Source: an optimization exercise on an open RTL-to-GDS flow (aim: small area, a short achievable clock period and few clock cycles). Production flows keep margins and buffers that such runs may drop. Only simulation tests tie the RTL to the original design; equivalence was not proved.

==> v23 <==
==> flow/design.v <==
module Program_Counter
( 
    clk, 
    rst_n, 
    in_address, 
    out_address
);
input clk, rst_n;
input [31:0] in_address;
output reg [31:0] out_address;
always @ (posedge clk or negedge rst_n)
begin
  if(!rst_n)
  out_address <= 32'd0;
  else
  out_address <= in_address;
end
endmodule
module Sign_Extension
( 
    bits16_in, 
    bits32_out 
);
input [15:0] bits16_in;
output wire [31:0] bits32_out;
assign bits32_out = {{16{bits16_in[15]}} , bits16_in[15:0]};
endmodule
module Shifter
(
    indata, 
    shift_amt, 
    shift_left,
    outdata
);
input [31:0] indata;
input [1:0] shift_amt;
input shift_left;
output wire [31:0] outdata;
assign outdata = shift_left ? indata<<shift_amt : indata>>shift_amt;
endmodule
module Adder
( 
    in1, 
    in2, 
    out
);
input [31:0] in1;
input [31:0] in2;
output wire [31:0] out;
assign out = in1 + in2;
endmodule
module Alu_Control
(
	opcode,
	func_field,
	alu_control
);
input [5:0] opcode;
input [5:0] func_field;
output reg [2:0] alu_control;
reg [2:0] func_code;
always @ (*)
begin
	case (func_field)
	6'h20: func_code = 3'h0;
	6'h22: func_code = 3'h1;
	6'h24: func_code = 3'h2;
	6'h25: func_code = 3'h3;
	6'h27: func_code = 3'h4;
	6'h2A: func_code = 3'h5;
	default: func_code = 3'h0;
	endcase
	case (opcode)
	6'h00: alu_control = func_code;
	6'h04: alu_control = 3'h1;
	6'h23: alu_control = 3'h0;
	6'h2B: alu_control = 3'h0;
	default: alu_control = 3'h0;
	endcase
end
endmodule
module Alu_Core
(
	A,
	BX,
	cin,
	op_and,
	op_or,
	op_nor,
	op_slt,
	result,
	all_p
);
input [31:0] A;
input [31:0] BX;
input cin;
input op_and;
input op_or;
input op_nor;
input op_slt;
output reg [31:0] result;
output wire all_p;
wire [31:0] p0 = A ^ BX;
wire [31:0] g0 = A & BX;
wire [31:0] g0c = g0 | {31'd0, p0[0] & cin};
wire [31:0] gl [0:5];
wire [31:0] pl [0:5];
assign gl[0] = g0c;
assign pl[0] = p0;
genvar l, i;
generate
  for (l = 0; l < 5; l = l + 1) begin : lvl
    for (i = 0; i < 32; i = i + 1) begin : bt
      if ((i >> l) & 1) begin : comb
        localparam integer J = ((i >> l) << l) - 1;
        assign gl[l+1][i] = gl[l][i] | (pl[l][i] & gl[l][J]);
        assign pl[l+1][i] = pl[l][i] & pl[l][J];
      end else begin : pass
        assign gl[l+1][i] = gl[l][i];
        assign pl[l+1][i] = pl[l][i];
      end
    end
  end
endgenerate
wire [31:0] carry = {gl[5][30:0], cin};
wire [31:0] sum = p0 ^ carry;
wire ltu = ~gl[5][31];
assign all_p = &p0;
always @ (*)
begin
	if (op_and)      result = g0;
	else if (op_or)  result = g0 | p0;
	else if (op_nor) result = ~(g0 | p0);
	else if (op_slt) result = {31'd0, ltu};
	else             result = sum;
end
endmodule
module Alu_Top
(
    A,
    BX,
    cin,
    op_and,
    op_or,
    op_nor,
    op_slt,
    result,
    all_p
);
input  [31:0] A;
input  [31:0] BX;
input  cin;
input  op_and;
input  op_or;
input  op_nor;
input  op_slt;
output [31:0] result;
output all_p;
Alu_Core alu_core_inst
(
    .A (A),
    .BX (BX),
    .cin (cin),
    .op_and (op_and),
    .op_or (op_or),
    .op_nor (op_nor),
    .op_slt (op_slt),
    .result (result),
    .all_p (all_p)
);
endmodule
module Register_File
(
    clk,
    read_sel1,
    read_sel2,
    write_sel,
    write_data,
    read_data1,
    read_data2
);
input clk;
input [31:0] read_sel1;
input [31:0] read_sel2;
input [31:0] write_sel;
input [31:0] write_data;
output reg [31:0] read_data1;
output reg [31:0] read_data2;
reg [31:0] reg_mem [0:31];
integer i;
always @ (*)
begin
  read_data1 = 32'd0;
  read_data2 = 32'd0;
  for (i = 0; i < 32; i = i + 1) begin
    read_data1 = read_data1 | (reg_mem[i] & {32{read_sel1[i]}});
    read_data2 = read_data2 | (reg_mem[i] & {32{read_sel2[i]}});
  end
end
always @ (posedge clk)
begin
  for (i = 0; i < 32; i = i + 1)
    if (write_sel[i])
      reg_mem[i] <= write_data;
end
endmodule
module Control_Logic
(
    instrn,
	instrn_opcode,
	address_plus_4,
	branch_address,
	ctrl_in_address,
	alu_result,
	zero_out,
	ctrl_write_en,
	ctrl_write_addr,
	read_data2,
	sign_ext_out,
	ctrl_aluin2,
	ctrl_datamem_write_en,
	datamem_read_data,
	ctrl_regwrite_data
);
input [31:0] instrn;	 
input [5:0] instrn_opcode;
input [31:0] address_plus_4;
input [31:0] branch_address;
input [31:0] datamem_read_data;
input [31:0] alu_result;
input zero_out;
input [31:0] read_data2;
input [31:0] sign_ext_out;
output wire [31:0] ctrl_in_address;
output wire ctrl_write_en;
output wire [4:0] ctrl_write_addr;
output wire [31:0] ctrl_aluin2;
output wire ctrl_datamem_write_en;
output wire [31:0] ctrl_regwrite_data;
assign ctrl_in_address = (instrn_opcode==6'h04 && zero_out) ? branch_address : address_plus_4;
assign ctrl_write_en = (instrn_opcode==6'h00) || (instrn_opcode==6'h23);
assign ctrl_write_addr = (instrn_opcode==6'h00) ? instrn[15:11] : instrn[20:16];
assign ctrl_regwrite_data = (instrn_opcode==6'h23) ? datamem_read_data : alu_result;
assign ctrl_aluin2 = (instrn_opcode==6'h23 || instrn_opcode==6'h2B) ? sign_ext_out : read_data2;
assign ctrl_datamem_write_en = (instrn_opcode==6'h2B); 
endmodule
module Processor_Top
(
    clk, rst_n,
    imem_addr, imem_rdata,
    dmem_addr, dmem_wdata, dmem_we, dmem_rdata
);
input clk;
input rst_n;
output [31:0] imem_addr;
input [31:0] imem_rdata;
output [31:0] dmem_addr;
output [31:0] dmem_wdata;
output dmem_we;
input [31:0] dmem_rdata;
reg  [9:0] pc;           
reg        ex_valid;
reg [31:0] ex_a;         
reg [31:0] ex_bx;        
reg [15:0] ex_imm;
reg  [4:0] ex_dest;
reg        ex_writes, ex_lw, ex_sw, ex_cond, ex_useimm;
reg        ex_sub, ex_and, ex_or, ex_nor, ex_slt;
reg        ex_fa, ex_fb;
reg  [9:0] ex_target;
reg [31:0] mem_res;
reg [31:0] mem_sd;
reg        mem_sw, mem_lw, mem_writes;
reg  [4:0] mem_dest;
wire [31:0] ins = imem_rdata;
wire [5:0] f_op = ins[31:26];
wire [4:0] f_rs = ins[25:21];
wire [4:0] f_rt = ins[20:16];
wire [4:0] f_rdf = ins[15:11];
wire [5:0] f_fn = ins[5:0];
wire f_is_r  = (f_op == 6'h00);
wire f_is_lw = (f_op == 6'h23);
wire f_is_sw = (f_op == 6'h2B);
wire f_is_beq = (f_op == 6'h04);
wire f_same = (f_rs == f_rt);
wire f_uncond = f_is_beq & f_same;
wire f_cond = f_is_beq & ~f_same;
wire f_writes = f_is_r | f_is_lw;
wire [4:0] f_dest = f_is_r ? f_rdf : f_rt;
wire f_use_rs = f_is_r | f_is_lw | f_is_sw | f_cond;
wire f_use_rt = f_is_r | f_is_sw | f_cond;
wire f_sub = (f_is_r & ((f_fn == 6'h22) | (f_fn == 6'h2A))) | f_cond;
wire f_and = f_is_r & (f_fn == 6'h24);
wire f_or  = f_is_r & (f_fn == 6'h25);
wire f_nor = f_is_r & (f_fn == 6'h27);
wire f_slt = f_is_r & (f_fn == 6'h2A);
wire [9:0] pc1 = pc + 10'd1;
wire [9:0] f_target = pc1 + ins[9:0];
wire [31:0] wb_data = mem_lw ? dmem_rdata : mem_res;
wire [31:0] wsel = {31'd0, mem_writes} << mem_dest;
wire [31:0] dec_a = 32'd1 << f_rs;
wire [31:0] dec_b = 32'd1 << f_rt;
wire byp_a = mem_writes & (mem_dest == f_rs);
wire byp_b = mem_writes & (mem_dest == f_rt);
wire [31:0] rf_a, rf_b;
Register_File regfile
(
    .clk (clk),
    .read_sel1 (dec_a & ~wsel),
    .read_sel2 (dec_b & ~wsel),
    .write_sel (wsel),
    .write_data (wb_data),
    .read_data1 (rf_a),
    .read_data2 (rf_b)
);
wire [31:0] f_a = rf_a | (wb_data & {32{byp_a}});
wire [31:0] f_b = rf_b | (wb_data & {32{byp_b}});
wire [31:0] x_a = ex_fa ? mem_res : ex_a;
wire [31:0] x_op2 = ex_useimm ? {{16{ex_imm[15]}}, ex_imm} :
                    ex_fb ? (mem_res ^ {32{ex_sub}}) : ex_bx;
wire [31:0] x_sd = ex_fb ? mem_res : ex_bx;
wire [31:0] x_res;
wire x_eq;
Alu_Top alu
(
    .A (x_a),
    .BX (x_op2),
    .cin (ex_sub),
    .op_and (ex_and),
    .op_or (ex_or),
    .op_nor (ex_nor),
    .op_slt (ex_slt),
    .result (x_res),
    .all_p (x_eq)
);
wire ex_taken = ex_valid & ex_cond & x_eq;
wire ex_live_w = ex_valid & ex_writes;
wire f_stall = ex_valid & ex_lw &
               ((f_use_rs & (ex_dest == f_rs)) | (f_use_rt & (ex_dest == f_rt)));
always @ (posedge clk or negedge rst_n)
begin
  if (!rst_n) begin
    pc <= 10'd0;
    ex_valid <= 1'b0;
    mem_sw <= 1'b0;
    mem_writes <= 1'b0;
  end else begin
    if (ex_taken)
      pc <= ex_target;
    else if (f_stall)
      pc <= pc;
    else if (f_uncond)
      pc <= f_target;
    else
      pc <= pc1;
    ex_valid <= ~ex_taken & ~f_stall & ~f_uncond;
    mem_sw <= ex_valid & ex_sw;
    mem_writes <= ex_live_w;
  end
end
always @ (posedge clk)
begin
  ex_a <= f_a;
  ex_bx <= f_b ^ {32{f_sub}};
  ex_imm <= ins[15:0];
  ex_dest <= f_dest;
  ex_writes <= f_writes;
  ex_lw <= f_is_lw;
  ex_sw <= f_is_sw;
  ex_cond <= f_cond;
  ex_useimm <= f_is_lw | f_is_sw;
  ex_sub <= f_sub;
  ex_and <= f_and;
  ex_or <= f_or;
  ex_nor <= f_nor;
  ex_slt <= f_slt;
  ex_fa <= ex_live_w & (ex_dest == f_rs);
  ex_fb <= ex_live_w & (ex_dest == f_rt);
  ex_target <= f_target;
  mem_res <= x_res;
  mem_sd <= x_sd;
  mem_lw <= ex_lw;
  mem_dest <= ex_dest;
end
assign imem_addr = {20'd0, pc, 2'b00};
assign dmem_addr = mem_res;
assign dmem_wdata = mem_sd;
assign dmem_we = mem_sw;
endmodule
==> flow/flow/run.sh <==
#!/bin/bash
# Standard layout, with repair_timing aiming for extra setup margin so that
# the layout is optimised for a shorter achieved period than the fixed clock.
set -euo pipefail
bash standard.sh SETUP_SLACK_MARGIN=7.0 finish > standard_make.log 2>&1
==> flow/standard.sh <==
#!/bin/bash
# synth_recipe.tcl (not shown) runs the flow's synth.tcl, then flattens the netlist and writes it again
# the make line also repeats each setting of config.mk as NAME=value (left out here)
make -C /OpenROAD-flow-scripts/flow DESIGN_CONFIG=/design/flow/config.mk WORK_HOME=/design/flow/orfs CLKGATE_MAP_FILE= SYNTH_SCRIPT=/design/flow/synth_recipe.tcl "${@:-finish}"
==> flow/config.mk <==
export PLATFORM = sky130hd
export DESIGN_NAME = Processor_Top
export DESIGN_NICKNAME = Processor_Top
export VERILOG_FILES = /design/flow/design.v
export SDC_FILE = /design/flow/constraint.sdc
export NUM_CORES = 4
export LEC_CHECK = 0
export CAP_MARGIN = 20
export CORE_MARGIN = 2
export CORE_UTILIZATION = 40
export SLEW_MARGIN = 20
==> flow/constraint.sdc <==
create_clock -name core_clock -period 11.0 [get_ports {clk}]
set_input_delay 2.2000 -clock core_clock [delete_from_list [all_inputs] [get_ports {clk}]]
set_output_delay 2.2000 -clock core_clock [all_outputs]
set_load 0.01 [all_outputs]
==> v2 (differences from v23) <==
==> flow/design.v, changed modules only <==
module Processor_Top
(
    clk, rst_n,
    imem_addr, imem_rdata,
    dmem_addr, dmem_wdata, dmem_we, dmem_rdata
);
input clk;
input rst_n;
output [31:0] imem_addr;
input [31:0] imem_rdata;
output [31:0] dmem_addr;
output [31:0] dmem_wdata;
output dmem_we;
input [31:0] dmem_rdata;
reg  [9:0] pc;           
reg        id_valid;
reg [31:0] id_ir;
reg  [9:0] id_pc1;       
reg        ex_valid;
reg [31:0] ex_a;         
reg [31:0] ex_bx;        
reg [15:0] ex_imm;
reg  [4:0] ex_dest;
reg        ex_writes, ex_lw, ex_sw, ex_cond, ex_useimm;
reg        ex_sub, ex_and, ex_or, ex_nor, ex_slt;
reg        ex_fa, ex_fb;
reg  [9:0] ex_target;
reg [31:0] mem_res;
reg [31:0] mem_sd;
reg        mem_sw, mem_lw, mem_writes;
reg  [4:0] mem_dest;
reg [31:0] w_data;
reg        w_we;
reg  [4:0] w_dest;
wire [31:0] ins = imem_rdata;
wire f_uncond = (ins[31:26] == 6'h04) & (ins[25:21] == ins[20:16]);
wire [9:0] pc1 = pc + 10'd1;
wire [9:0] f_target = pc1 + ins[9:0];
wire [5:0] d_op = id_ir[31:26];
wire [4:0] d_rs = id_ir[25:21];
wire [4:0] d_rt = id_ir[20:16];
wire [4:0] d_rdf = id_ir[15:11];
wire [5:0] d_fn = id_ir[5:0];
wire d_is_r  = (d_op == 6'h00);
wire d_is_lw = (d_op == 6'h23);
wire d_is_sw = (d_op == 6'h2B);
wire d_cond = (d_op == 6'h04) & (d_rs != d_rt);
wire d_writes = d_is_r | d_is_lw;
wire [4:0] d_dest = d_is_r ? d_rdf : d_rt;
wire d_use_rs = d_is_r | d_is_lw | d_is_sw | d_cond;
wire d_use_rt = d_is_r | d_is_sw | d_cond;
wire d_sub = (d_is_r & ((d_fn == 6'h22) | (d_fn == 6'h2A))) | d_cond;
wire d_and = d_is_r & (d_fn == 6'h24);
wire d_or  = d_is_r & (d_fn == 6'h25);
wire d_nor = d_is_r & (d_fn == 6'h27);
wire d_slt = d_is_r & (d_fn == 6'h2A);
wire [31:0] m_data = mem_lw ? dmem_rdata : mem_res;
wire [31:0] msel = {31'd0, mem_writes} << mem_dest;
wire [31:0] wsel = {31'd0, w_we} << w_dest;
wire [31:0] dec_a = 32'd1 << d_rs;
wire [31:0] dec_b = 32'd1 << d_rt;
wire bm_a = mem_writes & (mem_dest == d_rs);
wire bm_b = mem_writes & (mem_dest == d_rt);
wire bw_a = w_we & (w_dest == d_rs) & ~bm_a;
wire bw_b = w_we & (w_dest == d_rt) & ~bm_b;
wire [31:0] rf_a, rf_b;
Register_File regfile
(
    .clk (clk),
    .read_sel1 (dec_a & ~msel & ~wsel),
    .read_sel2 (dec_b & ~msel & ~wsel),
    .write_sel (wsel),
    .write_data (w_data),
    .read_data1 (rf_a),
    .read_data2 (rf_b)
);
wire [31:0] d_a = rf_a | (m_data & {32{bm_a}}) | (w_data & {32{bw_a}});
wire [31:0] d_b = rf_b | (m_data & {32{bm_b}}) | (w_data & {32{bw_b}});
wire [31:0] x_a = ex_fa ? mem_res : ex_a;
wire [31:0] x_op2 = ex_useimm ? {{16{ex_imm[15]}}, ex_imm} :
                    ex_fb ? (mem_res ^ {32{ex_sub}}) : ex_bx;
wire [31:0] x_sd = ex_fb ? mem_res : ex_bx;
wire [31:0] x_res;
wire x_eq;
Alu_Top alu
(
    .A (x_a),
    .BX (x_op2),
    .cin (ex_sub),
    .op_and (ex_and),
    .op_or (ex_or),
    .op_nor (ex_nor),
    .op_slt (ex_slt),
    .result (x_res),
    .all_p (x_eq)
);
wire ex_taken = ex_valid & ex_cond & x_eq;
wire ex_live_w = ex_valid & ex_writes;
wire d_stall = id_valid & ex_valid & ex_lw &
               ((d_use_rs & (ex_dest == d_rs)) | (d_use_rt & (ex_dest == d_rt)));
always @ (posedge clk or negedge rst_n)
begin
  if (!rst_n) begin
    pc <= 10'd0;
    id_valid <= 1'b0;
    ex_valid <= 1'b0;
    mem_sw <= 1'b0;
    mem_writes <= 1'b0;
    w_we <= 1'b0;
  end else begin
    if (ex_taken) begin
      pc <= ex_target;
      id_valid <= 1'b0;
    end else if (!d_stall) begin
      pc <= f_uncond ? f_target : pc1;
      id_valid <= ~f_uncond;
    end
    ex_valid <= id_valid & ~d_stall & ~ex_taken;
    mem_sw <= ex_valid & ex_sw;
    mem_writes <= ex_live_w;
    w_we <= mem_writes;
  end
end
always @ (posedge clk)
begin
  if (!d_stall) begin
    id_ir <= ins;
    id_pc1 <= pc1;
  end
  ex_a <= d_a;
  ex_bx <= d_b ^ {32{d_sub}};
  ex_imm <= id_ir[15:0];
  ex_dest <= d_dest;
  ex_writes <= d_writes;
  ex_lw <= d_is_lw;
  ex_sw <= d_is_sw;
  ex_cond <= d_cond;
  ex_useimm <= d_is_lw | d_is_sw;
  ex_sub <= d_sub;
  ex_and <= d_and;
  ex_or <= d_or;
  ex_nor <= d_nor;
  ex_slt <= d_slt;
  ex_fa <= ex_live_w & (ex_dest == d_rs);
  ex_fb <= ex_live_w & (ex_dest == d_rt);
  ex_target <= id_pc1 + id_ir[9:0];
  mem_res <= x_res;
  mem_sd <= x_sd;
  mem_lw <= ex_lw;
  mem_dest <= ex_dest;
  w_data <= m_data;
  w_dest <= mem_dest;
end
assign imem_addr = {20'd0, pc, 2'b00};
assign dmem_addr = mem_res;
assign dmem_wdata = mem_sd;
assign dmem_we = mem_sw;
endmodule
==> flow/flow/run.sh (replaced) <==
#!/bin/bash
# Standard layout (standard synthesis unchanged), with three changes to how
# the layout is made:
#  - repair_timing aims for 7.4 ns of extra setup margin, so the layout is
#    optimised for a shorter achieved period than the fixed clock;
#  - the port buffers are buf_2 cells instead of the default delay buffers;
#  - sizing may swap cells of different footprints.
set -euo pipefail
bash standard.sh SETUP_SLACK_MARGIN=7.4 \
  "BUFFER_PORTS_ARGS=-buffer_cell sky130_fd_sc_hd__buf_2" \
  MATCH_CELL_FOOTPRINT=0 finish > standard_make.log 2>&1
--- a/flow/config.mk
+++ b/flow/config.mk
@@ -9,3 +9,5 @@
 export CORE_MARGIN = 2
 export CORE_UTILIZATION = 40
+export CTS_CLUSTER_DIAMETER = 70
+export CTS_CLUSTER_SIZE = 24
 export SLEW_MARGIN = 20
==> flow_summary_export.csv <==
group,metric,value,unit
die,die_h,383,µm
timing,fin_crit,3.74,ns
layout,final_cells,6236,
routing,drt_wl_total,273,mm
status,status,"no timing/DRC/antenna violations",
routing,route.met2.wl,111,mm
layout,final_util,0.444,
yosys,synth_area_leaders,"edfxtp_1, dfxtp_1, a22oi_1, a22o_1, a221oi_1",
timing,max_slew_margin,0.110,
critical_path,crit_buf_inv,2,
critical_path,crit_family,"buffers and inverters",
routing,dr_wl_met3,48.7,mm
layout,seqAreaFraction,0.578,
critical_path,cp_max_fo,31,
yosys,ys_seq_area_frac,0.639,
routing,vias,47100,
place,place_congestion,0.958,
(the above is from v2)
==> flow_summary_export.csv <==
group,metric,value,unit
status,status,"no timing/DRC/antenna violations",
die,die_h,373,µm
routing,vias,46300,
routing,route.met2.wl,109,mm
yosys,ys_seq_area_frac,0.637,
timing,fin_crit,4.06,ns
routing,drt_wl_total,271,mm
layout,seqAreaFraction,0.543,
critical_path,crit_buf_inv,3,
place,place_congestion,0.963,
critical_path,crit_family,"simple AND/OR/NAND/NOR gates",
routing,topRoutingLayerUsed,"met5",
layout,final_util,0.472,
yosys,synth_area_leaders,"edfxtp_1, a22oi_1, dfxtp_1, nand2_1, a22o_1",
layout,final_cells,6250,
clocking,cts_hold_buffers,0,
critical_path,cp_max_fo,29,
routing,dr_wl_met3,48.1,mm
timing,max_slew_margin,0.218,
(the above is from v23)
Testbench counts of v23, summed over its fixed seeds: cycles 29,352.
Testbench counts of v2, summed over its fixed seeds: cycles 30,108.

## re-timing with driven ports
The flow's constraints put no driver on any port. The routed layouts listed below were extracted and timed again, unchanged, in two steps. Step 1: set_driving_cell puts a clkbuf_16 on clk and a buf_2 on each other input, an assumption about the parent block. Step 2 moves the port delays by t, midway between the first and last clock arrival at a register: inputs arrive t later, outputs are due t later. That takes back most of the time a late clock gives input paths. a / b / c = ideal ports / drivers / drivers and shift; a / b = the first two.
| run | t, ns | setup WS [ns] | slew at the worst register clock pin (ns) |
|---|---|---|---|
| v23 | 0.789 | 6.940 / 6.916 / 6.127 | 0.07 / 0.07 |
| v2 | 0.787 | 7.256 / 7.256 / 6.671 | 0.11 / 0.11 |
After both steps every run listed still meets setup and hold. For v23, which loses most, drivers alone change the setup slack by -0.024 ns; drivers and shift together by -0.813 ns.
